Source: an optimization exercise on an open RTL-to-GDS flow (aim: small area and a short achievable clock period). Production flows keep margins and buffers that such runs may drop. Only simulation tests tie the RTL to the original design; equivalence was not proved. Power figures rest on the tool's default switching activity, not on a simulated workload.

==> flow/design.v <==
module pwm_ch (
	input  logic        clk_i,
	input  logic        rst_ni,
	input  logic [1:0]  ctrl_i,    
	input  logic [31:0] div_i,
	input  logic        div_v_i,
	input  logic [31:0] per_i,
	input  logic        per_v_i,
	input  logic [31:0] dc_i,
	input  logic        dc_v_i,
	output logic        pts_o,
	output logic        pts_d_o,   
	output logic        oe_o
);
	logic [31:0] c1;
	logic        ph;
	logic [31:0] pc;
	function automatic lt32;
		input [31:0] a;
		input [31:0] b;
		reg [31:0] l, e;
		integer i, s;
		begin
			l = ~a & b;
			e = ~(a ^ b);
			for (s = 1; s < 32; s = s * 2)
				for (i = 0; i < 32; i = i + 2 * s) begin
					l[i] = l[i + s] | (e[i + s] & l[i]);
					e[i] = e[i + s] & e[i];
				end
			lt32 = l[0];
		end
	endfunction
	function automatic [31:0] pre32;
		input [31:0] a;
		reg [31:0] p;
		integer i, s;
		begin
			p = {a[30:0], 1'b1};
			for (s = 1; s < 32; s = s * 2)
				for (i = 0; i < 32; i = i + 1)
					if ((i / s) % 2 == 1)
						p[i] = p[i] & p[(i / s) * s - 1];
			pre32 = p;
		end
	endfunction
	wire en    = ctrl_i[1];
	wire match = div_v_i ? (c1 == div_i) : (c1 == 32'd0);
	wire tick  = en & match & ~ph;
	wire wrap  = ~per_v_i | ~lt32(pc, per_i);
	wire below = dc_v_i & lt32(pc, dc_i);
	wire load  = tick & ctrl_i[0];
	wire [31:0] c1_inc = c1 ^ pre32(c1);
	wire [31:0] pc_inc = pc ^ pre32(pc);
	assign pts_d_o = load ? below : pts_o;
	always_ff @(posedge clk_i or negedge rst_ni)
		if (!rst_ni) begin
			c1    <= 32'd1;
			ph    <= 1'b0;
			pc    <= 32'd0;
			pts_o <= 1'b0;
			oe_o  <= 1'b0;
		end else begin
			if (en)
				c1 <= match ? 32'd1 : c1_inc;
			ph    <= ph ^ (en & match);
			if (load)
				pc <= wrap ? 32'd0 : pc_inc;
			pts_o <= pts_d_o;
			oe_o  <= oe_o | load;
		end
endmodule
module	apb_pwm #(parameter DATA_WIDTH = 32,
                        ADDR_WIDTH = 8)(
	input   logic                   PCLK_i,
	input   logic                   PRST_ni,
	input   logic                   PWRITE_i,
	input   logic [ADDR_WIDTH -1:0] PADDR_i,
	input   logic [DATA_WIDTH -1:0] PWDATA_i,
	input   logic                   PSEL_i,PENABLE_i,
	output  logic [DATA_WIDTH -1:0] PRDATA_o,
	output  logic                   o_pwm_1,
	output  logic                   o_pwm_2,
	output  logic                   oe_pwm1,
	output  logic                   oe_pwm2,
	output  logic                   PSLVERR_o,PREADY_o
);
	wire       hit = (PADDR_i[7:5] == 3'd0) && (PADDR_i[1:0] == 2'd0);
	wire [2:0] idx = PADDR_i[4:2];
	wire       wr  = PSEL_i & PENABLE_i & PWRITE_i & hit;
	wire       rs  = PSEL_i & ~PENABLE_i & ~PWRITE_i & hit;
	wire [7:0] we = {8{wr}} & (8'd1 << idx);
	logic [2:0] ctrl_1, ctrl_2;
	always_ff @(posedge PCLK_i or negedge PRST_ni)
		if (!PRST_ni) begin
			ctrl_1 <= 3'd0;
			ctrl_2 <= 3'd0;
		end else begin
			if (we[0]) ctrl_1 <= PWDATA_i[2:0];
			if (we[4]) ctrl_2 <= PWDATA_i[2:0];
		end
	logic [31:0] div_1, per_1, dc_1, div_2, per_2, dc_2;
	logic [7:0]  v;    
	always_ff @(posedge PCLK_i)
		begin
			if (we[1]) div_1 <= PWDATA_i;
			if (we[2]) per_1 <= PWDATA_i;
			if (we[3]) dc_1  <= PWDATA_i;
			if (we[5]) div_2 <= PWDATA_i;
			if (we[6]) per_2 <= PWDATA_i;
			if (we[7]) dc_2  <= PWDATA_i;
		end
	always_ff @(posedge PCLK_i or negedge PRST_ni)
		if (!PRST_ni)
			v <= 8'd0;
		else
			v <= v | {we[7:5], 1'b0, we[3:1], 1'b0};
	logic [31:0] rdata_d;
	always_comb begin
		rdata_d = 32'd0;
		if (rs)
			case (idx)
				3'd0: rdata_d = {29'd0, ctrl_1};
				3'd1: rdata_d = v[1] ? div_1 : 32'd0;
				3'd2: rdata_d = v[2] ? per_1 : 32'd0;
				3'd3: rdata_d = v[3] ? dc_1  : 32'd0;
				3'd4: rdata_d = {29'd0, ctrl_2};
				3'd5: rdata_d = v[5] ? div_2 : 32'd0;
				3'd6: rdata_d = v[6] ? per_2 : 32'd0;
				3'd7: rdata_d = v[7] ? dc_2  : 32'd0;
			endcase
	end
	always_ff @(posedge PCLK_i or negedge PRST_ni)
		if (!PRST_ni)
			PRDATA_o <= 32'd0;
		else
			PRDATA_o <= rdata_d;
	logic pts_1, pts_2, pts_d_1, pts_d_2;
	pwm_ch ch1 (.clk_i(PCLK_i), .rst_ni(PRST_ni), .ctrl_i(ctrl_1[1:0]),
		.div_i(div_1), .div_v_i(v[1]), .per_i(per_1), .per_v_i(v[2]),
		.dc_i(dc_1), .dc_v_i(v[3]), .pts_o(pts_1), .pts_d_o(pts_d_1), .oe_o(oe_pwm1));
	pwm_ch ch2 (.clk_i(PCLK_i), .rst_ni(PRST_ni), .ctrl_i(ctrl_2[1:0]),
		.div_i(div_2), .div_v_i(v[5]), .per_i(per_2), .per_v_i(v[6]),
		.dc_i(dc_2), .dc_v_i(v[7]), .pts_o(pts_2), .pts_d_o(pts_d_2), .oe_o(oe_pwm2));
	wire gate_d_1 = we[0] ? PWDATA_i[2] : ctrl_1[2];
	wire gate_d_2 = we[4] ? PWDATA_i[2] : ctrl_2[2];
	always_ff @(posedge PCLK_i or negedge PRST_ni)
		if (!PRST_ni) begin
			o_pwm_1 <= 1'b0;
			o_pwm_2 <= 1'b0;
		end else begin
			o_pwm_1 <= gate_d_1 & pts_d_1;
			o_pwm_2 <= gate_d_2 & pts_d_2;
		end
	assign PSLVERR_o = 1'b0;
	assign PREADY_o  = 1'b1;
endmodule
==> flow/flow/run.sh <==
#!/bin/bash
# The standard layout (standard.sh) with these changes:
#  - synthesis keeps adders as plain logic for ABC (no adder-cell extraction)
#    and, when flow/abc.script exists, maps with that ABC script instead of
#    ORFS's; registers and their names are those of the standard synthesis
#  - ports get buf_1 buffers (or the cell named in flow/port_buf), sized
#    later by repair, instead of delay cells
# make's full output goes to standard.log; ORFS's own logs are in orfs/logs.
#  - the delay cells are added to the platform's don't-use list
set -euo pipefail
W=$PWD
PORT_BUF=sky130_fd_sc_hd__buf_1
if [[ -f flow/port_buf ]]; then PORT_BUF=$(cat flow/port_buf); fi
DONT_USE="sky130_fd_sc_hd__probe_p_8 sky130_fd_sc_hd__probec_p_8 sky130_fd_sc_hd__lpflow_bleeder_1 sky130_fd_sc_hd__lpflow_clkbufkapwr_1 sky130_fd_sc_hd__lpflow_clkbufkapwr_16 sky130_fd_sc_hd__lpflow_clkbufkapwr_2 sky130_fd_sc_hd__lpflow_clkbufkapwr_4 sky130_fd_sc_hd__lpflow_clkbufkapwr_8 sky130_fd_sc_hd__lpflow_clkinvkapwr_1 sky130_fd_sc_hd__lpflow_clkinvkapwr_16 sky130_fd_sc_hd__lpflow_clkinvkapwr_2 sky130_fd_sc_hd__lpflow_clkinvkapwr_4 sky130_fd_sc_hd__lpflow_clkinvkapwr_8 sky130_fd_sc_hd__lpflow_decapkapwr_12 sky130_fd_sc_hd__lpflow_decapkapwr_3 sky130_fd_sc_hd__lpflow_decapkapwr_4 sky130_fd_sc_hd__lpflow_decapkapwr_6 sky130_fd_sc_hd__lpflow_decapkapwr_8 sky130_fd_sc_hd__lpflow_inputiso0n_1 sky130_fd_sc_hd__lpflow_inputiso0p_1 sky130_fd_sc_hd__lpflow_inputiso1n_1 sky130_fd_sc_hd__lpflow_inputiso1p_1 sky130_fd_sc_hd__lpflow_inputisolatch_1 sky130_fd_sc_hd__lpflow_isobufsrc_1 sky130_fd_sc_hd__lpflow_isobufsrc_16 sky130_fd_sc_hd__lpflow_isobufsrc_2 sky130_fd_sc_hd__lpflow_isobufsrc_4 sky130_fd_sc_hd__lpflow_isobufsrc_8 sky130_fd_sc_hd__lpflow_isobufsrckapwr_16 sky130_fd_sc_hd__lpflow_lsbuf_lh_hl_isowell_tap_1 sky130_fd_sc_hd__lpflow_lsbuf_lh_hl_isowell_tap_2 sky130_fd_sc_hd__lpflow_lsbuf_lh_hl_isowell_tap_4 sky130_fd_sc_hd__lpflow_lsbuf_lh_isowell_4 sky130_fd_sc_hd__lpflow_lsbuf_lh_isowell_tap_1 sky130_fd_sc_hd__lpflow_lsbuf_lh_isowell_tap_2 sky130_fd_sc_hd__lpflow_lsbuf_lh_isowell_tap_4"
DELAY_CELLS="sky130_fd_sc_hd__clkdlybuf4s15_1 sky130_fd_sc_hd__clkdlybuf4s15_2 sky130_fd_sc_hd__clkdlybuf4s18_1 sky130_fd_sc_hd__clkdlybuf4s18_2 sky130_fd_sc_hd__clkdlybuf4s25_1 sky130_fd_sc_hd__clkdlybuf4s25_2 sky130_fd_sc_hd__clkdlybuf4s50_1 sky130_fd_sc_hd__clkdlybuf4s50_2 sky130_fd_sc_hd__dlygate4sd1_1 sky130_fd_sc_hd__dlygate4sd2_1 sky130_fd_sc_hd__dlygate4sd3_1 sky130_fd_sc_hd__dlymetal6s2s_1 sky130_fd_sc_hd__dlymetal6s4s_1 sky130_fd_sc_hd__dlymetal6s6s_1"
args=(ADDER_MAP_FILE= "BUFFER_PORTS_ARGS=-buffer_cell $PORT_BUF" "SYNTH_SCRIPT=$W/flow/my_synth.tcl")
if [[ -f flow/no_delay_cells ]]; then args+=("DONT_USE_CELLS=$DONT_USE $DELAY_CELLS"); fi
if [[ -f flow/abc.script ]]; then args+=("MY_ABC_SCRIPT=$W/flow/abc.script"); fi
if [[ -f flow/extra.vars ]]; then while read -r l; do [[ -n "$l" ]] && args+=("$l"); done < flow/extra.vars; fi
bash standard.sh "${args[@]}" finish > standard.log 2>&1
==> flow/flow/abc.script <==
strash
dch
map -D 1200
topo
stime -c
==> flow/flow/my_synth.tcl <==
proc synth {args} { yosys synth -nofsm -noshare {*}$args }
proc abc {args} {
  set i [lsearch -exact $args -script]
  if {$i >= 0 && [info exists ::env(MY_ABC_SCRIPT)] && $::env(MY_ABC_SCRIPT) ne ""} {
    lset args [expr {$i + 1}] $::env(MY_ABC_SCRIPT)
  }
  yosys abc {*}$args
}
source $::env(SCRIPTS_DIR)/synth.tcl
# left out here: clear keep_hierarchy, flatten, clean up, hide names made inside functions, write 1_2_yosys.v
==> flow/standard.sh <==
#!/bin/bash
# synth_recipe.tcl (not shown) runs the flow's synth.tcl, then flattens the netlist and writes it again
# the make line also repeats each setting of config.mk as NAME=value (left out here)
make -C /OpenROAD-flow-scripts/flow DESIGN_CONFIG=/design/flow/config.mk WORK_HOME=/design/flow/orfs CLKGATE_MAP_FILE= SYNTH_SCRIPT=/design/flow/synth_recipe.tcl "${@:-finish}"
==> flow/config.mk <==
export PLATFORM = sky130hd
export DESIGN_NAME = apb_pwm
export DESIGN_NICKNAME = apb_pwm
export VERILOG_FILES = /design/flow/design.v
export SDC_FILE = /design/flow/constraint.sdc
export NUM_CORES = 4
export LEC_CHECK = 0
export CAP_MARGIN = 20
export CORE_MARGIN = 2
export CORE_UTILIZATION = 50
export CTS_BUF_LIST = sky130_fd_sc_hd__clkbuf_16
export CTS_CLUSTER_DIAMETER = 80
export CTS_CLUSTER_SIZE = 24
export SETUP_SLACK_MARGIN = 2.6
export SLEW_MARGIN = 20
export TNS_END_PERCENT = 0
==> flow/constraint.sdc <==
create_clock -name core_clock -period 5.0 [get_ports {PCLK_i}]
set_input_delay 1.0000 -clock core_clock [delete_from_list [all_inputs] [get_ports {PCLK_i}]]
set_output_delay 1.0000 -clock core_clock [all_outputs]
set_load 0.01 [all_outputs]
==> impl_metrics.json, run 1 <==
{
  "io_pins": 83,
  "synthFlopType": "edfxtp_1",
  "synth_top_family_by_area": "simple AND/OR/NAND/NOR gates",
  "critical_path_class": "in2reg",
  "slew_headroom_pct": 29.52,
  "cts_hold_buffers": 0,
  "syn_area_per_cell_um2": 9.527,
  "hold_violations": 0,
  "fill_cells": 3112,
  "diodes": 0,
  "synth_seq_area_share_pct": 57.08,
  "gp_congestion": 0.9250,
  "die_w_um": 193.7,
  "drv_cap": 0,
  "synth-simple-area-share_pct": 19.30,
  "wl_um": 59050,
  "status": "complete, no violations",
  "die_y_um": 193.7,
  "yosysMostFrequentCell": "nand2_1",
  "setup_viol": 0,
  "num_vias": 15490,
  "setup.worst_path.end_class": "register",
  "grt_use_total_pct": 30.42,
  "fmax_ghz": 0.3958,
  "numCtsBuffers": 22,
  "dpl_cell_area_um2": 19090,
  "htreeDepth": 1,
  "core_um2": 35480,
  "wl_per_cell_um": 23.38,
  "synth_cell_types": 42,
  "layout-drive-gt1-share_pct": 8.087,
  "rsz0062_at_grt": "true",
  "syn-num-nets": 1934,
  "dr.pass1.iters": 5,
  "antenna_found_initial": 0,
  "cts_tree": "built",
  "synth_async_sr_flop_share_pct": 48.39,
  "clockBufferDepth": 3,
  "maxSlewViolCount": 0,
  "floorplan.die_area_um2": 37530,
  "vias_per_cell": 6.132,
  "ys_seq_elements": 372,
  "muxShareOfSynthArea_pct": 0,
  "synth_commonest_cells": "271 x nand2_1, 240 x clkinv_1, 219 x nor2_1",
  "path_clk_slew_ps": 90,
  "min_path_type": "reg2reg",
  "synth_compound_area_share_pct": 15.47,
  "final_nets": 2094,
  "syn_inst": 1889,
  "crit_path_start_kind": "input port",
  "dp_hpwl_um": 42900,
  "fin_area_um2": 20610,
  "first_global_vias": 14247,
  "grt-ovfl-total": 0,
  "finClkSkew_ps": 17.53,
  "num_rows": 69,
  "cp_max_fo": 22,
  "start_util_pct": 50.72,
  "netlist.top_cell.by_area": "edfxtp_1",
  "synthToLayoutAreaGrowth_pct": 14.52,
  "ir_drop_uv": 344.0,
  "synthTopCellsByArea": "edfxtp_1 32%, dfrtp_1 25%, nand2_1 5.7%",
  "synth_fa_ha_area_share_pct": 0,
  "drtIter0Drc": 1601,
  "yosysWarningCount": 2,
  "cp_data_arrival_time_ps": 3010,
  "insertion_delay_ps": 570,
  "grt_max_degree": 69,
  "synth_top_area_share_pct": 32.04,
  "grt_pass1_wl_um": 87330,
  "synth-edff-count": 192,
  "period_minus_slack_ps": 2526,
  "finalPower_mw": 5.953,
  "tightest_slew_ps": 1048,
  "ant_nets": 0,
  "clock-sinks": 372,
  "fin_util_pct": 58.08,
  "io_buffers": 80,
  "cellLeakagePower_nw": 7.215,
  "setup_tns_ps": 0,
  "power_density_nw_per_um2": 288.9,
  "synthXorXnorAreaFrac_pct": 3.017,
  "syn-cell-area_um2": 18000,
  "cp.required_ps": 5480,
  "drc_errors": 0,
  "root_buffer": "clkbuf_16",
  "timing.final.crit_share_pct": 50.53
}
[report_power, final]
| group | leakage (nW) | switching, mW | internal, mW | total (mW) |
|---|---|---|---|---|
| clock | 0.377 | 1.12 | 0.926 | 2.05 |
| sequential | 4.12 | 0.111 | 3.31 | 3.42 |
| combinational | 2.72 | 0.321 | 0.160 | 0.482 |
| total | 7.21 | 1.56 | 4.40 | 5.95 |
[layer usage]
| layer | up-vias | routed length (µm) | global-route usage, % |
|---|---|---|---|
| met5 | - | 0 | 0 |
| met4 | 0 | 2150 | 9.726 |
| met3 | 82 | 5034 | 4.888 |
| met2 | 676 | 26440 | 46.51 |
| met1 | 7518 | 25430 | 44.60 |
| li1 | 7214 | - | - |
[stage by stage]
step                      setup slack, ps  hold WS, ps  instances
after detailed placement             1525        453.0       2442
after global placement               1614        450.3       2442
final                                2474        469.0       2526
after global routing                 2332        487.8       2526
after CTS                            2386        474.9       2492
after floorplan                      2186        436.9       1889
[cells by family (layout without fill, tap and decap cells)]
group                  count (synthesis)  count (layout)
flip-flops                           372             372
buffers and inverters                242             412
AO/OA/AOI/OAI                        434             434
other                                  2               2
AND/OR/NAND/NOR                      777             783
XOR/XNOR                              62              62
[what timing repair did]
item                                    in CTS  in global routing
endpoints found under the setup margin     317                317
pin swaps                                    4                 21
resized for setup                           34                 45
setup buffers                                7                 30
cloned                                       3                  4
[layout make-up]
cell class | count | area [µm²] | area share [%]
flip-flops and latches | 372 | 10280 | 49.89
multi-input cells | 1281 | 7166 | 34.77
well taps | 461 | 576.8 | 2.799
repair buffers | 132 | 915.9 | 4.444
inverters | 240 | 935.9 | 4.541
clock buffers | 23 | 575.6 | 2.793
clock inverters | 17 | 157.7 | 0.7650
[path summary, 6_finish.rpt]
check | from | endpoint | slack (ps) | depth (start not counted)
min in group asynchronous | PRST_ni | ch2.ph$_DFF_PN0_ | 570 | 1
max in group asynchronous | PRST_ni | ch1.pc[27]$_DFFE_PN0P_ | 3510 | 2
max | PADDR_i[3] | PRDATA_o[31]$_DFF_PN0_ | 2470 | 10
min | ch2.oe_o$_DFF_PN0_ | ch2.oe_o$_DFF_PN0_ | 470 | 1
max reg2reg | ch2.c1[14]$_DFFE_PN0P_ | ch2.pc[24]$_DFFE_PN0P_ | 2480 | 12
min reg2reg | ch2.oe_o$_DFF_PN0_ | ch2.oe_o$_DFF_PN0_ | 470 | 1
[sequential cells by signal, summed over array words and instances (netlist names), 3 cells and up]
name	cells
PRDATA_o	32
ch1.c1	32
ch1.pc	32
ch2.c1	32
ch2.pc	32
ctrl_1	3
ctrl_2	3
dc_1	32
dc_2	32
div_1	32
div_2	32
per_1	32
per_2	32
v	6
[placed cells by master, fill, tap and decap left out, types with 4 or more instances in the layout]
| cell type | instances |
|---|---|
| xor2_1 | 37 |
| buf_12 | 16 |
| a31oi_1 | 42 |
| nor3_1 | 75 |
| or2_2 | 8 |
| a211oi_1 | 6 |
| buf_4 | 35 |
| o2111ai_1 | 9 |
| nor4_2 | 5 |
| clkbuf_16 | 24 |
| nor2_1 | 205 |
| nor2_2 | 4 |
| o21ai_0 | 116 |
| o21a_1 | 6 |
| nor3b_1 | 11 |
| dfrtp_2 | 7 |
| nand2_1 | 266 |
| nand4_1 | 79 |
| xnor2_1 | 25 |
| inv_1 | 7 |
| o221ai_1 | 13 |
| nand3_1 | 58 |
| nor4_1 | 36 |
| nor3_2 | 7 |
| buf_1 | 79 |
| a21oi_1 | 78 |
| dfrtp_1 | 171 |
| a41oi_1 | 18 |
| o22ai_1 | 25 |
| a221oi_1 | 13 |
| o211ai_1 | 12 |
| a22oi_1 | 67 |
| edfxtp_1 | 192 |
| clkinv_1 | 232 |
| nor2_4 | 16 |
[critical path, stage by stage]
cell	delay [ps]
buf_1	140
nand2_1	280
nor2_1	230
inv_2	140
nor2_4	250
buf_4	340
clkinv_1	220
o22ai_1	160
a21oi_1	80
a31oi_1	150
==> run 2, diff against run 1 <==
==> flow/flow/abc.script (replaced) <==
strash
dch
map -D 1000
topo
stime -c
--- a/flow/config.mk
+++ b/flow/config.mk
@@ -9,3 +9,3 @@
 export CORE_MARGIN = 2
-export CORE_UTILIZATION = 50
+export CORE_UTILIZATION = 40
 export CTS_BUF_LIST = sky130_fd_sc_hd__clkbuf_16
==> run 2 against run 1 <==
Compared with the run above: critical endpoint is now dc_2[17]$_DFFE_PP_; global-route usage is 5.3 points lower; critical path depth is 4 lower; clock skew is 2.6 ps higher; utilization is 13 points lower; largest cell class unchanged; total power is 3.7% higher; sequential power hardly changed; still clean; clock power is 16% higher.
==> impl_metrics.json, run 2 <==
{
  "status": "complete, no violations",
  "netlist.top_cell.by_area": "edfxtp_1",
  "regArea_um2": 10270,
  "finalPower_mw": 6.176,
  "final_nets": 2218,
  "numCtsBuffers": 26,
  "rsz0062_at_grt": "true",
  "drv_cap": 0,
  "reg2reg_from": "ch1.pc[29]$_DFFE_PN0P_",
  "hold_violations": 0,
  "crit_path_frequent_cell": "nand2_1",
  "multi_input_area_um2": 7652,
  "wl_um": 60800,
  "finClkSkew_ps": 20.11,
  "gp_congestion": 0.9235,
  "first_global_vias": 15040,
  "ant_nets": 0,
  "grt_use_total_pct": 25.16,
  "floorplan.die_area_um2": 48600,
  "setup.worst_path.end_class": "register",
  "cp.required_ps": 5200,
  "num_rows": 79,
  "synthTopCellsByArea": "edfxtp_1 31%, dfrtp_1 24%, nand2_1 6.8%",
  "syn_area_per_cell_um2": 9.163,
  "fmax_ghz": 0.3968,
  "synth_top_area_share_pct": 30.77,
  "crit_path_start_kind": "input port",
  "drc_errors": 0,
  "max_stage_delay_ps": 880,
  "io_buffers": 80,
  "synth_commonest_cells": "339 x nand2_1, 250 x clkinv_1, 213 x nor2_1",
  "die_w_um": 220.4,
  "insertion_delay_ps": 590,
  "core_um2": 46360,
  "synth_top_family_by_area": "simple AND/OR/NAND/NOR gates",
  "min_path_type": "in2async",
  "muxShareOfSynthArea_pct": 0,
  "grt-ovfl-total": 0,
  "diodes": 0,
  "cts_tree": "built",
  "grt_max_degree": 104,
  "die_y_um": 220.4,
  "cellLeakagePower_nw": 7.294,
  "synthXorXnorAreaFrac_pct": 3.692,
  "synth_async_sr_flop_share_pct": 48.39,
  "period_minus_slack_ps": 2520,
  "synthFlopType": "edfxtp_1",
  "syn-cell-area_um2": 18740,
  "final_common_cell": "nand2_1",
  "synth_cell_types": 43,
  "power_density_nw_per_um2": 292.9,
  "cts_hold_buffers": 0,
  "yosysMostFrequentCell": "nand2_1",
  "slew_headroom_pct": 25.06,
  "vias_per_cell": 5.767,
  "wl_per_cell_um": 21.71,
  "syn-num-nets": 2090,
  "io_pins": 83,
  "reg2reg_depth": 8,
  "synthToLayoutAreaGrowth_pct": 12.53,
  "synth_compound_area_share_pct": 15.08,
  "crit_chain": "buf_1 -> nor3_1 -> nand2_1 -> nor2_1 -> nand2_1 -> nor2_4",
  "setup_tns_ps": 0,
  "synth-simple-area-share_pct": 21.28,
  "timing.final.crit_share_pct": 50.41,
  "clock-sinks": 372,
  "tightest_slew_ps": 1122,
  "synth_fa_ha_area_share_pct": 0,
  "startpoint": "PADDR_i[7]",
  "synth_seq_area_share_pct": 54.82,
  "syn_inst": 2045,
  "num_vias": 16148,
  "most-common-layout-cells": "337 x nand2_1, 245 x clkinv_1, 207 x nor2_1",
  "setup_viol": 0,
  "dp_hpwl_um": 45490,
  "clockBufferDepth": 3,
  "layout-drive-gt1-share_pct": 5.700,
  "start_util_pct": 40.42,
  "root_buffer": "clkbuf_16",
  "htreeDepth": 1,
  "critical_path_class": "in2reg",
  "drtIter0Drc": 1642,
  "grt_pass1_wl_um": 92180,
  "path_clk_slew_ps": 90,
  "ys_seq_elements": 372,
  "cp_data_arrival_time_ps": 2720,
  "ir_drop_uv": 344.4,
  "yosysWarningCount": 2,
  "synth-edff-count": 192,
  "dr.pass1.iters": 6,
  "maxSlewViolCount": 0,
  "cp_max_fo": 33,
  "antenna_found_initial": 0,
  "cp_slowest_cell": "nor2_4",
  "dp_cells": 2749,
  "instances_no_fill": 2800,
  "fill_cells": 4414
}
run 2: timing repair:
item / 4_1_cts / 5_1_grt
setup endpoints to repair: 212 / 230
cloned: 0 / 0
buffers inserted: 1 / 0
resized for setup: 8 / 18
run 2: cell families after synthesis:
| group | after synthesis |
|---|---|
| and+or+nand+nor | 896 |
| other | 2 |
| buffers and inverters | 252 |
| xor gates and xnor gates | 79 |
| AOI/OAI and AO/OA | 444 |
| DFF | 372 |
run 2: power breakdown:
group / leakage [nW] / total (mW) / switching [mW] / internal [mW]
registers: 4.17 / 3.40 / 0.102 / 3.29
logic: 2.67 / 0.402 / 0.271 / 0.132
clock network: 0.454 / 2.38 / 1.26 / 1.12
run 2: metrics by stage:
| step | setup WS [ps] | util [%] | hold WS, ps | instance area (µm²) |
|---|---|---|---|---|
| after CTS | 2293 | 45.23 | 443.7 | 20970 |
| after detailed placement | 1426 | 43.16 | 465.3 | 20010 |
| after global placement | 1566 | 43.16 | 459.1 | 20010 |
| after floorplan | 2005 | - | 441.1 | 18760 |
| after global routing | 2349 | 45.49 | 469.5 | 21090 |
| final | 2480 | 45.49 | 439.9 | 21090 |
run 2: final cells by class:
class | instances | share of cell area (%)
flip-flops and latches | 372 | 48.72
well taps | 607 | 3.602
multi-input cells | 1421 | 36.29
inverters | 250 | 4.497
clock inverters | 21 | 1.246
repair buffers | 102 | 2.439
clock buffers | 27 | 3.204
run 2: final timing paths:
kind                                          endpoint  slack, ps
worst max-delay path                dc_2[17]$_DFFE_PP_       2480
worst min-delay path            PRDATA_o[24]$_DFF_PN0_        440
worst max register to register       o_pwm_1$_DFF_PN0_       2530
worst min register to register     ch1.pts_o$_DFF_PN0_        480
max in group asynchronous       ch1.pc[11]$_DFFE_PN0P_       3480
min in group core_clock            ch1.pts_o$_DFF_PN0_        480
run 2: routing by layer:
| metal | up-vias | share of wire, % | wire, µm | GRT usage (%) |
|---|---|---|---|---|
| met1 | 7908 | 43 | 26320 | 35.39 |
| met2 | 570 | 47 | 28850 | 42.05 |
| li1 | 7602 | - | - | - |
| met5 | - | 0 | 0 | 0 |
| met4 | 0 | 2.3 | 1393 | 5.078 |
| met3 | 68 | 7.0 | 4235 | 2.928 |
run 2: critical path, delay by kind of cell:
family	cells	cell delay, ps
simple gates	5	1600
buf+inv	1	70
==> run 3, diff against run 2 <==
--- a/flow/config.mk
+++ b/flow/config.mk
@@ -9,3 +9,3 @@
 export CORE_MARGIN = 2
-export CORE_UTILIZATION = 40
+export CORE_UTILIZATION = 50
 export CTS_BUF_LIST = sky130_fd_sc_hd__clkbuf_16
@@ -15,2 +15,2 @@
 export SLEW_MARGIN = 20
-export TNS_END_PERCENT = 0
+export TNS_END_PERCENT = 5
==> run 3 against run 2 <==
Compared with the run above: routed wire length up 0.77%; final area down 0.86%; critical path type unchanged; hold slack better by 39 ps; die area down 20%; clock-buffer cell count down 4; maximum frequency up 4.6%; highest routed layer unchanged; total power down 5.4%; combinational power about the same; synthesized cell count unchanged; largest power group unchanged.
==> impl_metrics.json, run 3 <==
{
  "path_buf_inv": 1,
  "timing.final.crit_share_pct": 48.19,
  "io_buffers": 80,
  "max_stage_delay_ps": 770,
  "antenna_found_initial": 0,
  "cp.required_ps": 5480,
  "instances_no_fill": 2665,
  "numCtsBuffers": 23,
  "synth_top_area_share_pct": 30.77,
  "synth_async_sr_flop_share_pct": 48.39,
  "grt_max_degree": 68,
  "timing.hold.ws_ps": 478.9,
  "syn-cell-area_um2": 18740,
  "drtIter0Drc": 1462,
  "syn_area_per_cell_um2": 9.163,
  "status": "complete, no violations",
  "final_common_cell": "nand2_1",
  "crit_chain": "buf_1 -> nor3_2 -> nand2_1 -> nor4_1 -> nand2_4 -> a41oi_1",
  "path_clk_slew_ps": 100,
  "num_rows": 70,
  "grt-ovfl-total": 0,
  "dp_cells": 2607,
  "cp_max_fo": 29,
  "power_density_nw_per_um2": 279.3,
  "switchingPower_mw": 1.520,
  "drc_errors": 0,
  "root_buffer": "clkbuf_16",
  "hold_violations": 0,
  "min_path_type": "reg2reg",
  "critical_path_class": "in2reg",
  "synth_commonest_cells": "339 x nand2_1, 250 x clkinv_1, 213 x nor2_1",
  "slew_headroom_pct": 28.51,
  "diodes": 0,
  "cts_hold_buffers": 0,
  "grt_pass1_wl_um": 91060,
  "fill_cells": 3260,
  "p_sw_share_pct": 26.03,
  "tightest_slew_ps": 1070,
  "start_util_pct": 50.94,
  "combPwrFrac_pct": 6.9,
  "ant_nets": 0,
  "synthFlopType": "edfxtp_1",
  "period_minus_slack_ps": 2409,
  "floorplan.die_area_um2": 39040,
  "ys_seq_elements": 372,
  "ir_drop_uv": 336.4,
  "syn-num-nets": 2090,
  "clock-sinks": 372,
  "synthToLayoutAreaGrowth_pct": 11.56,
  "maxSlewViolCount": 0,
  "synth_seq_area_share_pct": 54.82,
  "crit_path_start_kind": "input port",
  "synth-edff-count": 192,
  "die_y_um": 197.6,
  "seqPwrFrac_pct": 58.1,
  "rsz0062_at_grt": "true",
  "intPower_mw": 4.320,
  "synthTopCellsByArea": "edfxtp_1 31%, dfrtp_1 24%, nand2_1 6.8%",
  "synth_cell_types": 43,
  "io_pins": 83,
  "wl_um": 61270,
  "htreeDepth": 1,
  "yosysMostFrequentCell": "nand2_1",
  "gp_congestion": 0.9343,
  "yosysWarningCount": 2,
  "setup_viol": 0,
  "netlist.top_cell.by_area": "edfxtp_1",
  "fmax_ghz": 0.4150,
  "first_global_vias": 15109,
  "finalPower_mw": 5.840,
  "cp_slowest_cell": "nor4_1",
  "num_vias": 16188,
  "drv_cap": 0,
  "critPathTopFamily": "simple AND/OR/NAND/NOR gates",
  "dp_hpwl_um": 45440,
  "setup_tns_ps": 0,
  "wl_per_cell_um": 22.99,
  "vias_per_cell": 6.074,
  "insertion_delay_ps": 570,
  "dr.pass1.iters": 5,
  "grt_use_total_pct": 31.24,
  "layout-drive-gt1-share_pct": 6.691,
  "syn_inst": 2045,
  "most-common-layout-cells": "335 x nand2_1, 240 x clkinv_1, 204 x nor2_1",
  "finClkSkew_ps": 18.85,
  "setup.worst_path.end_class": "register",
  "cp_data_arrival_time_ps": 2890,
  "power.share.clock_pct": 35.0,
  "core_um2": 36790,
  "final_nets": 2226,
  "cts_tree": "built",
  "die_w_um": 197.6,
  "clockBufferDepth": 3,
  "cellLeakagePower_nw": 7.305
}
run 3: power groups by stage:
stage | Combinational [mW] | Sequential (mW) | Clock (mW)
after CTS | 0.390 | 3.39 | 2.07
after global placement | 0.377 | 3.46 | 0
final | 0.402 | 3.39 | 2.05
after global routing | 0.458 | 3.40 | 2.17
after floorplan | 0.237 | 3.43 | 0
after detailed placement | 0.383 | 3.46 | 0
run 3: final timing paths:
| check | start | endpoint | slack (ps) | depth (start not counted) |
|---|---|---|---|---|
| min reg2reg | ch1.pts_o$_DFF_PN0_ | ch1.pts_o$_DFF_PN0_ | 480 | 2 |
| min in group asynchronous | PRST_ni | ch2.pc[25]$_DFFE_PN0P_ | 530 | 1 |
| max reg2reg | ch2.pc[11]$_DFFE_PN0P_ | ch2.pc[17]$_DFFE_PN0P_ | 2650 | 9 |
| min | ch1.pts_o$_DFF_PN0_ | ch1.pts_o$_DFF_PN0_ | 480 | 2 |
| max in group asynchronous | PRST_ni | ch1.c1[0]$_DFFE_PN1P_ | 3540 | 2 |
| max | PADDR_i[7] | PRDATA_o[24]$_DFF_PN0_ | 2590 | 6 |
run 3: stage by stage:
step / setup slack, ps / instance area [µm²] / util, %
after floorplan: 2005 / 18770 / -
after global placement: 1582 / 19830 / 53.92
after detailed placement: 1514 / 19840 / 53.94
after CTS: 2308 / 20610 / 56.03
after global routing: 2457 / 20910 / 56.83
final: 2591 / 20910 / 56.83
run 3: cells by family (layout without fill, tap and decap cells):
group / after synthesis / in the layout / synth area share (%)
other cells: 2 / 2 / 0.04008
flops: 372 / 372 / 54.82
xor+xnor: 79 / 79 / 3.692
buf+inv: 252 / 401 / 5.088
compound gates: 444 / 445 / 15.08
simple gates: 896 / 898 / 21.28
run 3: cell type report:
type                            instances  area (µm²)  share of cell area [%]
Sequential cell                       372       10270                   49.15
Multi-Input combinational cell       1424        7770                   37.17
Inverter                              250       964.7                   4.614
Timing Repair Buffer                  110       586.8                   2.807
Tap cell                              468       585.6                   2.801
Clock buffer                           23       575.6                   2.753
Clock inverter                         18       148.9                  0.7122
run 3: per-layer routing:
layer	GRT usage, %	part of all wire (%)
met5	0	0
met4	8.577	2.8
met3	3.329	6.2
met2	52.45	48
met1	43.33	43
run 3: worst register-to-register path: stages (launching register included):
cell and delay, ps:
dfrtp_1 440, clkinv_1 240, a22oi_1 260, nor2_1 60, a41oi_1 210, o21bai_1 140, o21bai_2 410, nand2_4 250
nand3_1 120, o21ai_0 80
run 3: repair_timing:
item / 4_1_cts / 5_1_grt
pin swaps: 1 / 6
resized for setup: 13 / 43
gates cloned: 1 / 2
hold endpoints to repair: 0 / 0
setup endpoints to repair: 127 / 237
buffers inserted: 0 / 14
==> run 4, diff against run 3 <==
--- a/flow/config.mk
+++ b/flow/config.mk
@@ -15,2 +15,2 @@
 export SLEW_MARGIN = 20
-export TNS_END_PERCENT = 5
+export TNS_END_PERCENT = 10
==> run 4 against run 3 <==
Compared with the run above: cell count grew 0.11%; critical path type unchanged; clock skew grew 2.4 ps; sequential share of layout area shrank 0.15 points; routed wire length is essentially flat; largest cell class unchanged; sequential cell count is the same; first-iteration DRC count grew 7.5%; non-clock buffer count grew 3; largest power group unchanged; maximum frequency shrank 1.2%.
==> impl_metrics.json, run 4 <==
{
  "cp.required_ps": 5190,
  "syn-num-nets": 2090,
  "num_rows": 70,
  "cp_max_fo": 33,
  "tightest_slew_ps": 1077,
  "synthToLayoutAreaGrowth_pct": 11.90,
  "critical_path_class": "in2reg",
  "combPwrFrac_pct": 6.9,
  "reg2reg_from": "ch2.pc[11]$_DFFE_PN0P_",
  "die_y_um": 197.6,
  "ant_nets": 0,
  "grt-ovfl-total": 0,
  "yosysWarningCount": 2,
  "cellLeakagePower_nw": 7.335,
  "clockBufferDepth": 3,
  "floorplan.die_area_um2": 39040,
  "multi_input_area_um2": 7797,
  "diodes": 0,
  "switchingPower_mw": 1.519,
  "path_clk_slew_ps": 90,
  "synth_seq_area_share_pct": 54.82,
  "grt_max_degree": 68,
  "start_util_pct": 50.94,
  "final_common_cell": "nand2_1",
  "power_density_nw_per_um2": 278.5,
  "startpoint": "PADDR_i[3]",
  "period_minus_slack_ps": 2440,
  "rsz0062_at_grt": "true",
  "dr.pass1.iters": 5,
  "regArea_um2": 10270,
  "first_global_vias": 15109,
  "ir_drop_uv": 339.6,
  "power.share.clock_pct": 35.0,
  "synthTopCellsByArea": "edfxtp_1 31%, dfrtp_1 24%, nand2_1 6.8%",
  "setup_tns_ps": 0,
  "fin_ws_ps": 2560,
  "cts_hold_buffers": 0,
  "drc_errors": 0,
  "maxSlewViolCount": 0,
  "setup_viol": 0,
  "final_nets": 2229,
  "intPower_mw": 4.321,
  "syn-cell-area_um2": 18740,
  "seqPwrFrac_pct": 58.1,
  "holdCritStartpoint": "ch1.pts_o$_DFF_PN0_",
  "synth_cell_types": 43,
  "synth_top_area_share_pct": 30.77,
  "timing.hold.ws_ps": 477.0,
  "crit_path_start_kind": "input port",
  "antenna_found_initial": 0,
  "syn_inst": 2045,
  "io_pins": 83,
  "min_path_type": "reg2reg",
  "clock-sinks": 372,
  "numCtsBuffers": 23,
  "root_buffer": "clkbuf_16",
  "io_buffers": 80,
  "hold_violations": 0,
  "netlist.top_cell.by_area": "edfxtp_1",
  "cts_tree": "built",
  "htreeDepth": 1,
  "synthFlopType": "edfxtp_1",
  "core_um2": 36790,
  "p_sw_share_pct": 26.01,
  "synth_commonest_cells": "339 x nand2_1, 250 x clkinv_1, 213 x nor2_1",
  "dp_hpwl_um": 45440,
  "fmax_ghz": 0.4099,
  "finClkSkew_ps": 21.23,
  "fill_cells": 3256,
  "layout-drive-gt1-share_pct": 7.045,
  "setup.worst_path.end_class": "register",
  "grt_use_total_pct": 31.24,
  "syn_area_per_cell_um2": 9.163,
  "drtIter0Drc": 1572,
  "yosysMostFrequentCell": "nand2_1",
  "insertion_delay_ps": 570,
  "timing.final.crit_share_pct": 48.80,
  "wl_per_cell_um": 22.94,
  "num_vias": 16139,
  "ys_seq_elements": 372,
  "vias_per_cell": 6.049,
  "status": "complete, no violations",
  "cp_data_arrival_time_ps": 2630,
  "synth-edff-count": 192,
  "synth_async_sr_flop_share_pct": 48.39,
  "slew_headroom_pct": 28.03,
  "post-place-ws_ps": 1514,
  "die_w_um": 197.6,
  "grt_pass1_wl_um": 91060,
  "gp_congestion": 0.9343,
  "most-common-layout-cells": "335 x nand2_1, 238 x clkinv_1, 203 x nor2_1",
  "drv_cap": 0,
  "wl_um": 61210
}
## run 4: cell counts after synthesis
No cell type changed its count.
## run 4: area by class of cell
type                       count  share of cell area, %
sequential                   372                  49.00
multi-input combinational   1424                  37.19
inverter                     250                  4.601
timing repair buffer         113                  2.966
tap                          468                  2.793
clock buffer                  23                  2.745
clock inverter                18                 0.7101
## run 4: layer usage
layer | vias to the layer above | part of all wire (%) | routed length (µm) | track usage (%)
met2 | 589 | 48 | 29370 | 52.45
li1 | 7626 | - | - | -
met1 | 7826 | 43 | 26220 | 43.33
met5 | - | 0 | 0 | 0
met3 | 98 | 6.3 | 3852 | 3.329
met4 | 0 | 2.9 | 1769 | 8.577
## run 4: worst max-delay path, stage by stage
cell	delay [ps]
buf_1	250
nand2_1	160
nor2_1	200
clkinv_1	140
nor2_4	830
## run 4: metrics by stage
step                power, mW  utilization, %  area (µm²)  std cells
floorplan               3.667               -       18770       2045
global placement        3.833           53.92       19830       2607
detailed placement      3.841           53.94       19840       2607
CTS                     5.852           56.03       20610       2649
global route            6.032           57.00       20970       2668
finish                  5.839           57.00       20970       2668
## run 4: cell families (layout without fill, tap and decap cells)
group,after synthesis,after routing,synth area share (%)
compound gates,444,445,15.08
flops,372,372,54.82
simple gates,896,898,21.28
buf+inv,252,404,5.088
other cells,2,2,0.04008
xor+xnor,79,79,3.692
## run 4: worst paths after layout
kind                                     endpoint  slack [ps]  cells after the start
min reg2reg                   ch1.pts_o$_DFF_PN0_         480                      2
max in group asynchronous   ch2.c1[0]$_DFFE_PN1P_        3550                      2
min in group asynchronous  ch2.pc[25]$_DFFE_PN0P_         530                      1
max                           per_1[30]$_DFFE_PP_        2560                      5
max reg2reg                ch2.pc[17]$_DFFE_PN0P_        2670                      9
min                           ch1.pts_o$_DFF_PN0_         480                      2
## run 4: timing repair
action                                  CTS  global route
buffers inserted                          0            17
pin swaps                                 1             7
gates cloned                              1             2
gates resized for setup                  13            51
endpoints found under the setup margin  127           237
## run 4: power by group through the flow
stage               combinational [mW]  clock [mW]  sequential, mW
finish                           0.406        2.04            3.39
global route                     0.463        2.17            3.40
CTS                              0.390        2.07            3.39
detailed placement               0.383           0            3.46
global placement                 0.377           0            3.46
floorplan                        0.237           0            3.43
==> run 5, diff against run 4 <==
--- a/flow/config.mk
+++ b/flow/config.mk
@@ -13,4 +13,4 @@
 export CTS_CLUSTER_SIZE = 24
-export SETUP_SLACK_MARGIN = 2.6
+export SETUP_SLACK_MARGIN = 2.5
 export SLEW_MARGIN = 20
-export TNS_END_PERCENT = 10
+export TNS_END_PERCENT = 100
==> run 5 against run 4 <==
Compared with the run above: utilization fell by 0.37 points; non-clock buffer count fell by 15; routed wire length fell by 1.0%; synthesized area did not move; maximum frequency fell by 2.4%; critical endpoint is now per_2[30]$_DFFE_PP_; critical path type unchanged; still clean; via count rose by 0.89%; clock skew rose by 12 ps.
==> impl_metrics.json, run 5 <==
{
  "status": "complete, no violations",
  "root_buffer": "clkbuf_16",
  "layout-drive-gt1-share_pct": 6.224,
  "synth_cell_types": 43,
  "syn_inst": 2045,
  "critical_path_class": "in2reg",
  "min_path_type": "reg2reg",
  "dpl_cell_area_um2": 19820,
  "floorplan.die_area_um2": 39040,
  "synth_seq_area_share_pct": 54.82,
  "whs_path_depth": 2,
  "wl_per_cell_um": 22.83,
  "wl_um": 60580,
  "reg2reg_depth": 9,
  "cp_data_arrival_time_ps": 2690,
  "finClkSkew_ps": 33.21,
  "netlist.top_cell.by_area": "edfxtp_1",
  "drtIter0Drc": 1567,
  "crit_path_frequent_cell": "nand2_1",
  "synthFlopType": "edfxtp_1",
  "syn-cell-area_um2": 18740,
  "ant_nets": 0,
  "htreeDepth": 1,
  "startpoint": "PADDR_i[7]",
  "num_vias": 16282,
  "clockBufferDepth": 3,
  "synth_top_area_share_pct": 30.77,
  "final_common_cell": "nand2_1",
  "num_rows": 70,
  "cp.required_ps": 5190,
  "synthToLayoutAreaGrowth_pct": 11.16,
  "cts_tree": "built",
  "setup_tns_ps": 0,
  "timing.final.crit_share_pct": 49.99,
  "rsz0062_at_grt": "true",
  "crit_chain": "buf_1 -> nor3_2 -> nand2_1 -> nor2_2 -> nand2_1 -> nor2_4",
  "cp_max_fo": 33,
  "drc_errors": 0,
  "io_buffers": 80,
  "synth-edff-count": 192,
  "diodes": 0,
  "max_stage_delay_ps": 860,
  "reg2reg_from": "ch2.pc[11]$_DFFE_PN0P_",
  "vias_per_cell": 6.137,
  "cts_hold_buffers": 0,
  "first_global_vias": 15337,
  "insertion_delay_ps": 580,
  "cellLeakagePower_nw": 7.254,
  "dp_hpwl_um": 45480,
  "finalPower_mw": 5.850,
  "die_y_um": 197.6,
  "clock-sinks": 372,
  "synth_commonest_cells": "339 x nand2_1, 250 x clkinv_1, 213 x nor2_1",
  "ir_drop_uv": 392.3,
  "io_pins": 83,
  "gp_congestion": 0.9446,
  "fin_area_um2": 20830,
  "fmax_ghz": 0.4001,
  "ys_seq_elements": 372,
  "period_minus_slack_ps": 2499,
  "core_um2": 36790,
  "dr.pass1.iters": 7,
  "drv_cap": 0,
  "yosysMostFrequentCell": "nand2_1",
  "power_density_nw_per_um2": 280.8,
  "setup_viol": 0,
  "start_util_pct": 50.94,
  "grt_use_total_pct": 31.09,
  "most-common-layout-cells": "335 x nand2_1, 238 x clkinv_1, 201 x nor2_1",
  "setup.worst_path.end_class": "register",
  "antenna_found_initial": 0,
  "die_w_um": 197.6,
  "synth_async_sr_flop_share_pct": 48.39,
  "crit_path_start_kind": "input port",
  "syn_area_per_cell_um2": 9.163,
  "synthTopCellsByArea": "edfxtp_1 31%, dfrtp_1 24%, nand2_1 6.8%",
  "fill_cells": 3265,
  "grt_pass1_wl_um": 91230,
  "holdCritStartpoint": "ch1.pts_o$_DFF_PN0_",
  "numCtsBuffers": 23,
  "syn-num-nets": 2090,
  "tightest_slew_ps": 1052,
  "slew_headroom_pct": 29.70,
  "fin_ws_ps": 2501,
  "yosysWarningCount": 2,
  "hold_violations": 0,
  "grt_max_degree": 98,
  "grt-ovfl-total": 0,
  "path_clk_slew_ps": 90,
  "final_nets": 2213,
  "maxSlewViolCount": 0,
  "cp_slowest_cell": "nor2_4",
  "post-place-ws_ps": 1518
}
==> run 5: final cells by class <==
cell class                      instances  area, µm²  share of cell area (%)
Clock buffer                           23      575.6                   2.763
Inverter                              250      964.7                   4.631
Multi-Input combinational cell       1423       7775                   37.32
Tap cell                              468      585.6                   2.811
Clock inverter                         19      163.9                  0.7868
Timing Repair Buffer                   98      491.7                   2.361
Sequential cell                       372      10270                   49.32
==> run 5: critical path: cells and delay by family <==
| family | cells | cell delay, ps |
|---|---|---|
| buffers and inverters | 1 | 80 |
| AND/OR/NAND/NOR | 5 | 1570 |
==> run 5: worst paths after layout <==
| path | to | slack (ps) |
|---|---|---|
| setup / recovery | per_2[30]$_DFFE_PP_ | 2500 |
| hold / removal | ch1.pts_o$_DFF_PN0_ | 470 |
| setup reg to reg | ch2.pc[15]$_DFFE_PN0P_ | 2720 |
| hold reg to reg | ch1.pts_o$_DFF_PN0_ | 470 |
| max in group asynchronous | ch1.pc[27]$_DFFE_PN0P_ | 3450 |
| min in group asynchronous | ch2.pc[29]$_DFFE_PN0P_ | 480 |
==> run 5: timing repair <==
item	4_1_cts	5_1_grt
gates resized for setup	18	45
setup endpoints to repair	91	245
gates cloned	0	2
pin swaps	0	6
buffers inserted	0	4
==> run 5: stage by stage <==
stage / hold slack, ps / instances / utilization, %
2_1_floorplan: 432.7 / 2045 / -
4_1_cts: 476.8 / 2647 / 56.02
3_5_place_dp: 454.6 / 2605 / 53.87
3_3_place_gp: 448.8 / 2605 / 53.87
5_1_grt: 521.8 / 2653 / 56.63
6_report: 471.1 / 2653 / 56.63
==> run 5: per-layer routing <==
layer,vias up,routed length [µm],GRT usage (%)
met2,656,29020,52.67
met1,7930,25160,42.46
met4,0,1711,8.131
met5,-,0,0
li1,7597,-,-
met3,99,4690,3.893
==> run 5: cell families (layout without fill, tap and decap cells) <==
| family | after synthesis | in the layout | share of synthesized area (%) |
|---|---|---|---|
| XOR/XNOR | 79 | 79 | 3.692 |
| AO/OA/AOI/OAI | 444 | 444 | 15.08 |
| other | 2 | 2 | 0.04008 |
| buffers and inverters | 252 | 390 | 5.088 |
| flip-flops | 372 | 372 | 54.82 |
| AND/OR/NAND/NOR | 896 | 898 | 21.28 |
==> run 5: where the power goes <==
group | internal [mW] | leakage, nW | total [mW] | switching [mW]
combinational | 0.133 | 2.71 | 0.403 | 0.270
sequential | 3.29 | 4.17 | 3.39 | 0.0992
clock | 0.895 | 0.378 | 2.05 | 1.16
==> run 6, diff against run 5 <==
--- a/flow/config.mk
+++ b/flow/config.mk
@@ -13,4 +13,4 @@
 export CTS_CLUSTER_SIZE = 24
-export SETUP_SLACK_MARGIN = 2.5
+export SETUP_SLACK_MARGIN = 3.0
 export SLEW_MARGIN = 20
-export TNS_END_PERCENT = 100
+export TNS_END_PERCENT = 5
==> run 6 against run 5 <==
Compared with the run above: clock-buffer cell count unchanged; sequential cell count unchanged; synthesized area unchanged; combinational power increased by 17%; critical path type is now reg2reg; global-route usage increased by 1.5 points; cell count increased by 2.8%; clock power about the same; still clean.
==> impl_metrics.json, run 6 <==
{
  "period_minus_slack_ps": 2329,
  "diodes": 0,
  "path_clk_slew_ps": 100,
  "synth-edff-count": 192,
  "status": "complete, no violations",
  "finClkSkew_ps": 21.12,
  "io_pins": 83,
  "fill_cells": 3170,
  "cellLeakagePower_nw": 7.799,
  "most-common-layout-cells": "316 x nand2_1, 221 x clkinv_1, 198 x nor2_1",
  "yosysMostFrequentCell": "nand2_1",
  "tightest_slew_ps": 880.5,
  "slew_headroom_pct": 41.30,
  "fin_area_um2": 22160,
  "synth_top_area_share_pct": 30.77,
  "fin_ws_ps": 2671,
  "die_w_um": 197.6,
  "dr_wl_met3_um": 4712,
  "synth_seq_area_share_pct": 54.82,
  "reg2reg_slack_ps": 2670,
  "regArea_um2": 10310,
  "gp_congestion": 0.9343,
  "timing.final.crit_share_pct": 46.58,
  "cts_tree": "built",
  "synthToLayoutAreaGrowth_pct": 18.27,
  "dr.pass1.iters": 8,
  "wl_met2_um": 30870,
  "synthTopCellsByArea": "edfxtp_1 31%, dfrtp_1 24%, nand2_1 6.8%",
  "top_layer_used": "met4",
  "rsz0062_at_grt": "true",
  "setup_viol": 0,
  "setup_tns_ps": 0,
  "reg2reg_depth": 13,
  "hold_violations": 0,
  "num_vias": 16852,
  "syn_area_per_cell_um2": 9.163,
  "cts_hold_buffers": 0,
  "vias_per_cell": 6.182,
  "layout-drive-gt1-share_pct": 13.73,
  "timing.hold.ws_ps": 477.9,
  "grt_use_total_pct": 32.58,
  "min_to": "ch1.pts_o$_DFF_PN0_",
  "grt-ovfl-total": 0,
  "syn_inst": 2045,
  "syn-cell-area_um2": 18740,
  "floorplan.die_area_um2": 39040,
  "grt_max_degree": 68,
  "numCtsBuffers": 23,
  "synth_async_sr_flop_share_pct": 48.39,
  "cp_max_fo": 4,
  "cp.required_ps": 5450,
  "ir_drop_uv": 341.2,
  "core_um2": 36790,
  "cp_data_arrival_time_ps": 2780,
  "clockBufferDepth": 3,
  "multi_input_area_um2": 8104,
  "holdCritStartpoint": "ch1.pts_o$_DFF_PN0_",
  "min_path_type": "reg2reg",
  "yosysWarningCount": 2,
  "whs_path_depth": 2,
  "die_y_um": 197.6,
  "setup.worst_path.end_class": "register",
  "power_density_nw_per_um2": 266.6,
  "ys_seq_elements": 372,
  "grt_pass1_wl_um": 94590,
  "crit_path_start_kind": "register",
  "final_common_cell": "nand2_1",
  "first_global_vias": 15572,
  "wl_um": 65050,
  "synth_cell_types": 43,
  "dpl_cell_area_um2": 19840,
  "clock-sinks": 372,
  "drc_errors": 0,
  "wl_per_cell_um": 23.86,
  "num_rows": 70,
  "wl_met1_um": 27570,
  "r2r-end": "ch2.pc[17]$_DFFE_PN0P_",
  "antenna_found_initial": 0,
  "dp_hpwl_um": 45440,
  "drv_cap": 0,
  "ant_nets": 0,
  "insertion_delay_ps": 570,
  "drtIter0Drc": 1725,
  "post-place-ws_ps": 1514,
  "synth_commonest_cells": "339 x nand2_1, 250 x clkinv_1, 213 x nor2_1",
  "maxSlewViolCount": 0,
  "reg2reg_from": "div_2[27]$_DFFE_PP_",
  "critical_path_class": "reg2reg",
  "io_buffers": 80,
  "syn-num-nets": 2090,
  "netlist.top_cell.by_area": "edfxtp_1",
  "root_buffer": "clkbuf_16",
  "final_nets": 2287,
  "start_util_pct": 50.94,
  "fmax_ghz": 0.4294,
  "htreeDepth": 1,
  "synthFlopType": "edfxtp_1"
}
## run 6: worst max-delay path by stage
stage | slack (ps) | startpoint | cells past startpoint | to
2_1_floorplan | 2000 | ch1.c1[0]$_DFFE_PN1P_ | 9 | o_pwm_1$_DFF_PN0_
3_3_place_gp | 1580 | PADDR_i[4] | 6 | PRDATA_o[2]$_DFF_PN0_
3_5_place_dp | 1510 | PADDR_i[4] | 6 | PRDATA_o[2]$_DFF_PN0_
4_1_cts | 2700 | PADDR_i[7] | 6 | PRDATA_o[13]$_DFF_PN0_
5_1_grt | 2590 | ch2.c1[19]$_DFFE_PN0P_ | 13 | ch2.pc[17]$_DFFE_PN0P_
6_report | 2670 | div_2[27]$_DFFE_PP_ | 13 | ch2.pc[17]$_DFFE_PN0P_
## run 6: per-stage QoR
step | power [mW] | utilization, % | std cells
5_1_grt | 6.098 | 60.25 | 2726
2_1_floorplan | 3.667 | - | 2045
4_1_cts | 5.890 | 58.21 | 2684
3_5_place_dp | 3.841 | 53.94 | 2607
6_report | 5.908 | 60.25 | 2726
3_3_place_gp | 3.833 | 53.92 | 2607
## run 6: where the power goes
group,total [mW],internal [mW],switching (mW)
Clock,2.05,0.891,1.15
Sequential,3.39,3.30,0.0956
Combinational,0.471,0.171,0.299
## run 6: repair_timing
action                     CTS  global route
buffers inserted            22            34
pin swaps                   16            32
cloned                      14             8
setup endpoints to repair  373           398
resized for setup          118           124
## run 6: kinds of logic (layout without fill, tap and decap cells)
logic type	count (synthesis)	after routing	synth area share [%]
DFF	372	372	54.82
AOI/OAI and AO/OA	444	445	15.08
other	2	2	0.04008
buffers and inverters	252	459	5.088
xor gates and xnor gates	79	79	3.692
and+or+nand+nor	896	901	21.28
## run 6: per-layer routing
metal / up-vias / global-route usage, %
li1: 7762 / -
met1: 8281 / 45.41
met2: 705 / 53.98
met3: 104 / 3.773
met4: 0 / 9.412
met5: - / 0
## run 6: cell type report
| type | instances | area share [%] |
|---|---|---|
| multi-input cells | 1427 | 36.56 |
| clock buffers | 23 | 2.597 |
| well taps | 468 | 2.642 |
| clock inverters | 18 | 0.6718 |
| inverters | 250 | 4.522 |
| flip-flops and latches | 372 | 46.52 |
| repair buffers | 168 | 6.486 |
## run 6: critical path, cell delays in order, from the launching register on
cell       delay (ps)
edfxtp_1          580
inv_2              60
a22oi_2           120
nand4_1           130
nor3_2            210
nand4_1           160
nand2_2           110
nand4_1           120
buf_4             190
clkbuf_16         170
buf_6             120
buf_16            120
nand2_1            50
o21ai_1            60
==> run 7, diff against run 6 <==
--- a/flow/config.mk
+++ b/flow/config.mk
@@ -13,3 +13,3 @@
 export CTS_CLUSTER_SIZE = 24
-export SETUP_SLACK_MARGIN = 3.0
+export SETUP_SLACK_MARGIN = 2.8
 export SLEW_MARGIN = 20
==> run 7 against run 6 <==
Compared with the run above: non-clock buffer count fell by 28; final area fell by 2.8%; sequential cell count did not move; clock skew barely moved; global-route usage fell by 1.1 points; sequential share of layout area rose by 1.3 points; die area did not move; cell count fell by 1.0%; critical path type is now in2reg; critical endpoint is now per_1[0]$_DFFE_PP_; highest routed layer unchanged.
==> impl_metrics.json, run 7 <==
{
  "synth_cell_types": 43,
  "diodes": 0,
  "clock-sinks": 372,
  "io_buffers": 80,
  "synth_seq_area_share_pct": 54.82,
  "whs_path_depth": 2,
  "timing.hold.ws_ps": 477.0,
  "start_util_pct": 50.94,
  "netlist.top_cell.by_area": "edfxtp_1",
  "root_buffer": "clkbuf_16",
  "vias_per_cell": 6.135,
  "hold_violations": 0,
  "status": "complete, no violations",
  "antenna_found_initial": 0,
  "htreeDepth": 1,
  "yosysMostFrequentCell": "nand2_1",
  "dp_hpwl_um": 45440,
  "clockBufferDepth": 3,
  "setup.worst_path.end_class": "register",
  "timing.final.crit_share_pct": 46.90,
  "syn-num-nets": 2090,
  "setup_tns_ps": 0,
  "syn_area_per_cell_um2": 9.163,
  "rsz0062_at_grt": "true",
  "die_w_um": 197.6,
  "io_pins": 83,
  "gp_congestion": 0.9343,
  "final_nets": 2259,
  "wl_per_cell_um": 23.67,
  "fin_util_pct": 58.58,
  "critPathTopFamily": "simple AND/OR/NAND/NOR gates",
  "numCtsBuffers": 23,
  "ir_drop_uv": 339.1,
  "grt_max_degree": 68,
  "grt_pass1_wl_um": 91800,
  "dr.pass1.iters": 5,
  "path_buf_inv": 2,
  "cts_tree": "built",
  "core_um2": 36790,
  "synth_top_area_share_pct": 30.77,
  "ys_seq_elements": 372,
  "path_depth": 5,
  "syn_inst": 2045,
  "floorplan.die_area_um2": 39040,
  "ant_nets": 0,
  "drtIter0Drc": 1485,
  "most-common-layout-cells": "329 x nand2_1, 220 x clkinv_1, 202 x nor2_1",
  "drv_cap": 0,
  "min_path_type": "reg2reg",
  "yosysWarningCount": 2,
  "cp.required_ps": 5200,
  "syn-cell-area_um2": 18740,
  "synthToLayoutAreaGrowth_pct": 15.00,
  "period_minus_slack_ps": 2345,
  "fin_ws_ps": 2655,
  "max_stage_delay_ps": 530,
  "maxSlewViolCount": 0,
  "synthTopCellsByArea": "edfxtp_1 31%, dfrtp_1 24%, nand2_1 6.8%",
  "cellLeakagePower_nw": 7.545,
  "fill_cells": 3216,
  "num_vias": 16553,
  "grt_use_total_pct": 31.51,
  "synth_async_sr_flop_share_pct": 48.39,
  "synth_commonest_cells": "339 x nand2_1, 250 x clkinv_1, 213 x nor2_1",
  "slew_headroom_pct": 41.16,
  "setup_viol": 0,
  "synth-edff-count": 192,
  "final_common_cell": "nand2_1",
  "crit_chain": "buf_1 -> nand2_1 -> nor2_1 -> clkinv_1 -> nor2_4",
  "finClkSkew_ps": 21.21,
  "tightest_slew_ps": 874.5,
  "cp_slowest_cell": "nor2_4",
  "first_global_vias": 15185,
  "reg2reg_depth": 9,
  "fmax_ghz": 0.4264,
  "synthFlopType": "edfxtp_1",
  "die_y_um": 197.6,
  "path_clk_slew_ps": 80,
  "critical_path_class": "in2reg",
  "cp_max_fo": 16,
  "wl_um": 63870,
  "insertion_delay_ps": 580,
  "crit_path_start_kind": "input port",
  "layout-drive-gt1-share_pct": 11.12,
  "drc_errors": 0,
  "num_rows": 70,
  "cp_data_arrival_time_ps": 2550,
  "power_density_nw_per_um2": 272.9,
  "grt-ovfl-total": 0,
  "post-place-ws_ps": 1514
}
==> run 7: cell counts after synthesis <==
No cell type changed its count.
==> run 7: power breakdown <==
| group | leakage, nW | switching (mW) | internal (mW) | total, mW |
|---|---|---|---|---|
| clock | 0.372 | 1.16 | 0.891 | 2.05 |
| sequential | 4.13 | 0.0978 | 3.29 | 3.39 |
| combinational | 3.04 | 0.283 | 0.155 | 0.438 |
| total | 7.54 | 1.54 | 4.34 | 5.88 |
==> run 7: per-layer routing <==
layer  share of wire (%)  routed length (µm)  global-route usage, %
met1                  43               27250                  44.06
met2                  48               30390                  52.76
met3                 6.9                4386                  3.090
met4                 2.9                1837                  8.521
met5                   0                   0                      0
==> run 7: final timing paths <==
kind	from	to	slack (ps)
hold reg to reg	ch1.pts_o$_DFF_PN0_	ch1.pts_o$_DFF_PN0_	480
setup reg to reg	ch1.pc[19]$_DFFE_PN0P_	o_pwm_1$_DFF_PN0_	2700
min in group asynchronous	PRST_ni	ch2.pc[25]$_DFFE_PN0P_	520
setup / recovery	PADDR_i[3]	per_1[0]$_DFFE_PP_	2650
hold / removal	ch1.pts_o$_DFF_PN0_	ch1.pts_o$_DFF_PN0_	480
max in group asynchronous	PRST_ni	ch1.c1[0]$_DFFE_PN1P_	3540
==> run 7: worst reg2reg max path: cells and delay by family, from the launching register on <==
kind	cells	cell delay (ps)
AOI/OAI and AO/OA	3	690
buffers and inverters	1	260
DFF	1	460
and+or+nand+nor	5	820
==> run 7: cell type report <==
cell class                 instances  area (µm²)  area share [%]
clock buffer                      23       575.6           2.671
clock inverter                    18       148.9          0.6909
inverter                         250       989.7           4.593
multi-input combinational       1427        8001           37.13
sequential                       372       10300           47.80
tap                              468       585.6           2.717
timing repair buffer             140       947.2           4.395
==> run 7: metrics by stage <==
step                power, mW  cell area [µm²]  cells
CTS                     5.860            20770   2655
finish                  5.882            21550   2698
floorplan               3.667            18770   2045
global placement        3.833            19830   2607
detailed placement      3.841            19840   2607
global route            6.067            21550   2698
==> run 7: cells by family (layout without fill, tap and decap cells) <==
logic type             after synthesis  in the layout  share of synthesized area (%)
AND/OR/NAND/NOR                    896            901                          21.28
AO/OA/AOI/OAI                      444            445                          15.08
flip-flops                         372            372                          54.82
buffers and inverters              252            431                          5.088
XOR/XNOR                            79             79                          3.692
other                                2              2                        0.04008
==> run 7: what timing repair did <==
action                     CTS  global route
cloned                       3            10
setup buffers                4            33
setup endpoints to repair  237           295
hold buffers                 0             0
pin swaps                    3            25
resized for setup           38           132
==> run 8, diff against run 7 <==
==> flow/flow/abc.script (replaced) <==
strash
dch
map -D 1200
topo
stime -c
==> run 8 against run 7 <==
Compared with the run above: still clean on timing, DRC and antenna; sequential cell count unchanged; combinational power up 28%; global-route usage up 0.49 points; clock power about the same; clock skew up 7.5 ps; first-iteration DRC count up 4.5%; sequential power up 1%; total power up 3.3%; synthesized area down 4.0%; critical endpoint is now PRDATA_o[21]$_DFF_PN0_; largest cell class unchanged; largest power group unchanged.
==> impl_metrics.json, run 8 <==
{
  "status": "complete, no violations",
  "floorplan.die_area_um2": 37530,
  "cts_hold_buffers": 0,
  "netlist.top_cell.by_area": "edfxtp_1",
  "synth_fa_ha_area_share_pct": 0,
  "synth_top_family_by_area": "simple AND/OR/NAND/NOR gates",
  "core_um2": 35480,
  "grt_use_total_pct": 32.00,
  "r2r-end": "ch1.pc[6]$_DFFE_PN0P_",
  "reg2reg_depth": 12,
  "fill_cells": 2997,
  "clockBufferDepth": 3,
  "critical_path_class": "in2reg",
  "drc_errors": 0,
  "synthToLayoutAreaGrowth_pct": 19.93,
  "syn-num-nets": 1934,
  "muxShareOfSynthArea_pct": 0,
  "most-common-layout-cells": "257 x nand2_1, 217 x clkinv_1, 196 x nor2_1",
  "synth_top_area_share_pct": 32.04,
  "regArea_um2": 10310,
  "dp_hpwl_um": 42980,
  "grt_pass1_wl_um": 91060,
  "synth_seq_area_share_pct": 57.08,
  "insertion_delay_ps": 570,
  "start_util_pct": 50.72,
  "clock-sinks": 372,
  "path_clk_slew_ps": 90,
  "finClkSkew_ps": 28.73,
  "vias_per_cell": 6.185,
  "die_w_um": 193.7,
  "wl_um": 61370,
  "synth_commonest_cells": "271 x nand2_1, 240 x clkinv_1, 219 x nor2_1",
  "multi_input_area_um2": 7493,
  "ant_nets": 0,
  "syn_area_per_cell_um2": 9.527,
  "synth-simple-area-share_pct": 19.30,
  "grt-ovfl-total": 0,
  "fmax_ghz": 0.4040,
  "timing.final.crit_share_pct": 49.50,
  "maxSlewViolCount": 0,
  "cp.required_ps": 5460,
  "numCtsBuffers": 23,
  "root_buffer": "clkbuf_16",
  "ir_drop_uv": 354.2,
  "num_rows": 69,
  "die_y_um": 193.7,
  "num_vias": 15989,
  "setup.worst_path.end_class": "register",
  "wl_per_cell_um": 23.74,
  "yosysMostFrequentCell": "nand2_1",
  "diodes": 0,
  "io_pins": 83,
  "drv_cap": 0,
  "ys_seq_elements": 372,
  "synth-edff-count": 192,
  "syn-cell-area_um2": 18000,
  "antenna_found_initial": 0,
  "slew_headroom_pct": 32.69,
  "htreeDepth": 1,
  "reg2reg_slack_ps": 2520,
  "synth_cell_types": 42,
  "drtIter0Drc": 1552,
  "reg2reg_from": "ch1.c1[7]$_DFFE_PN0P_",
  "final_nets": 2153,
  "synth_compound_area_share_pct": 15.47,
  "min_path_type": "in2async",
  "synth_async_sr_flop_share_pct": 48.39,
  "gp_congestion": 0.9742,
  "yosysWarningCount": 2,
  "cts_tree": "built",
  "hold_violations": 0,
  "grt_max_degree": 87,
  "setup_tns_ps": 0,
  "synthTopCellsByArea": "edfxtp_1 32%, dfrtp_1 25%, nand2_1 5.7%",
  "tightest_slew_ps": 1000,
  "period_minus_slack_ps": 2475,
  "synthFlopType": "edfxtp_1",
  "dr.pass1.iters": 5,
  "layout-drive-gt1-share_pct": 14.64,
  "timing.hold.ws_ps": 413.4,
  "synthXorXnorAreaFrac_pct": 3.017,
  "final_common_cell": "nand2_1",
  "io_buffers": 80,
  "power_density_nw_per_um2": 281.6,
  "cp_max_fo": 22,
  "crit_path_start_kind": "input port",
  "cellLeakagePower_nw": 7.694,
  "first_global_vias": 14661,
  "finalPower_mw": 6.079,
  "setup_viol": 0,
  "rsz0062_at_grt": "true",
  "syn_inst": 1889,
  "cp_data_arrival_time_ps": 2930,
  "startpoint": "PADDR_i[2]"
}
## run 8: cell families (layout without fill, tap and decap cells)
logic type | count (synthesis) | in the layout
DFF | 372 | 372
xor gates and xnor gates | 62 | 62
AOI/OAI and AO/OA | 434 | 434
other | 2 | 2
and+or+nand+nor | 777 | 785
buffers and inverters | 242 | 469
## run 8: metrics by stage
| stage | setup WS, ps | cells | cell area [µm²] | utilization [%] |
|---|---|---|---|---|
| 2_1_floorplan | 2236 | 1889 | 18100 | - |
| 3_3_place_gp | 1561 | 2443 | 19100 | 53.83 |
| 3_5_place_dp | 1505 | 2443 | 19100 | 53.83 |
| 4_1_cts | 2552 | 2542 | 20800 | 58.62 |
| 5_1_grt | 2339 | 2585 | 21580 | 60.83 |
| 6_report | 2525 | 2585 | 21580 | 60.83 |
## run 8: worst max path at each step
| stage | end | slack, ps | cells past startpoint |
|---|---|---|---|
| 2_1_floorplan | ch1.pc[19]$_DFFE_PN0P_ | 2240 | 10 |
| 3_3_place_gp | PRDATA_o[31]$_DFF_PN0_ | 1560 | 9 |
| 3_5_place_dp | PRDATA_o[31]$_DFF_PN0_ | 1500 | 9 |
| 4_1_cts | o_pwm_2$_DFF_PN0_ | 2550 | 9 |
| 5_1_grt | ch1.pc[19]$_DFFE_PN0P_ | 2340 | 10 |
| 6_report | PRDATA_o[21]$_DFF_PN0_ | 2520 | 8 |
## run 8: timing repair
| item | CTS | global route |
|---|---|---|
| hold endpoints to repair | 0 | 0 |
| cloned | 14 | 1 |
| resized for setup | 80 | 117 |
| pin swaps | 34 | 34 |
| setup buffers | 44 | 42 |
| endpoints found under the setup margin | 339 | 364 |
## run 8: area by class of cell
type,instances,area share [%]
flip-flops and latches,372,47.75
clock inverters,18,0.8058
inverters,240,4.487
clock buffers,23,2.667
multi-input cells,1283,34.72
repair buffers,188,6.899
well taps,461,2.672
## run 8: worst max-delay path, stage by stage
cell	delay (ps)
buf_1	120
clkinv_1	90
nor2_1	270
nand2_1	350
nor2_4	310
buf_4	330
a22oi_1	160
a41oi_1	270
## run 8: per-layer routing
layer | global-route usage [%] | wire (µm)
met1 | 47.02 | 26300
met2 | 49.10 | 27610
met3 | 3.409 | 4547
met4 | 12.55 | 2909
met5 | 0 | 0
## run 8: power by group
part	leakage [nW]	total [mW]	switching, mW	internal, mW
Clock	0.383	2.08	1.14	0.942
Sequential	4.09	3.44	0.123	3.32
Combinational	3.22	0.559	0.360	0.199
Total	7.69	6.08	1.62	4.46
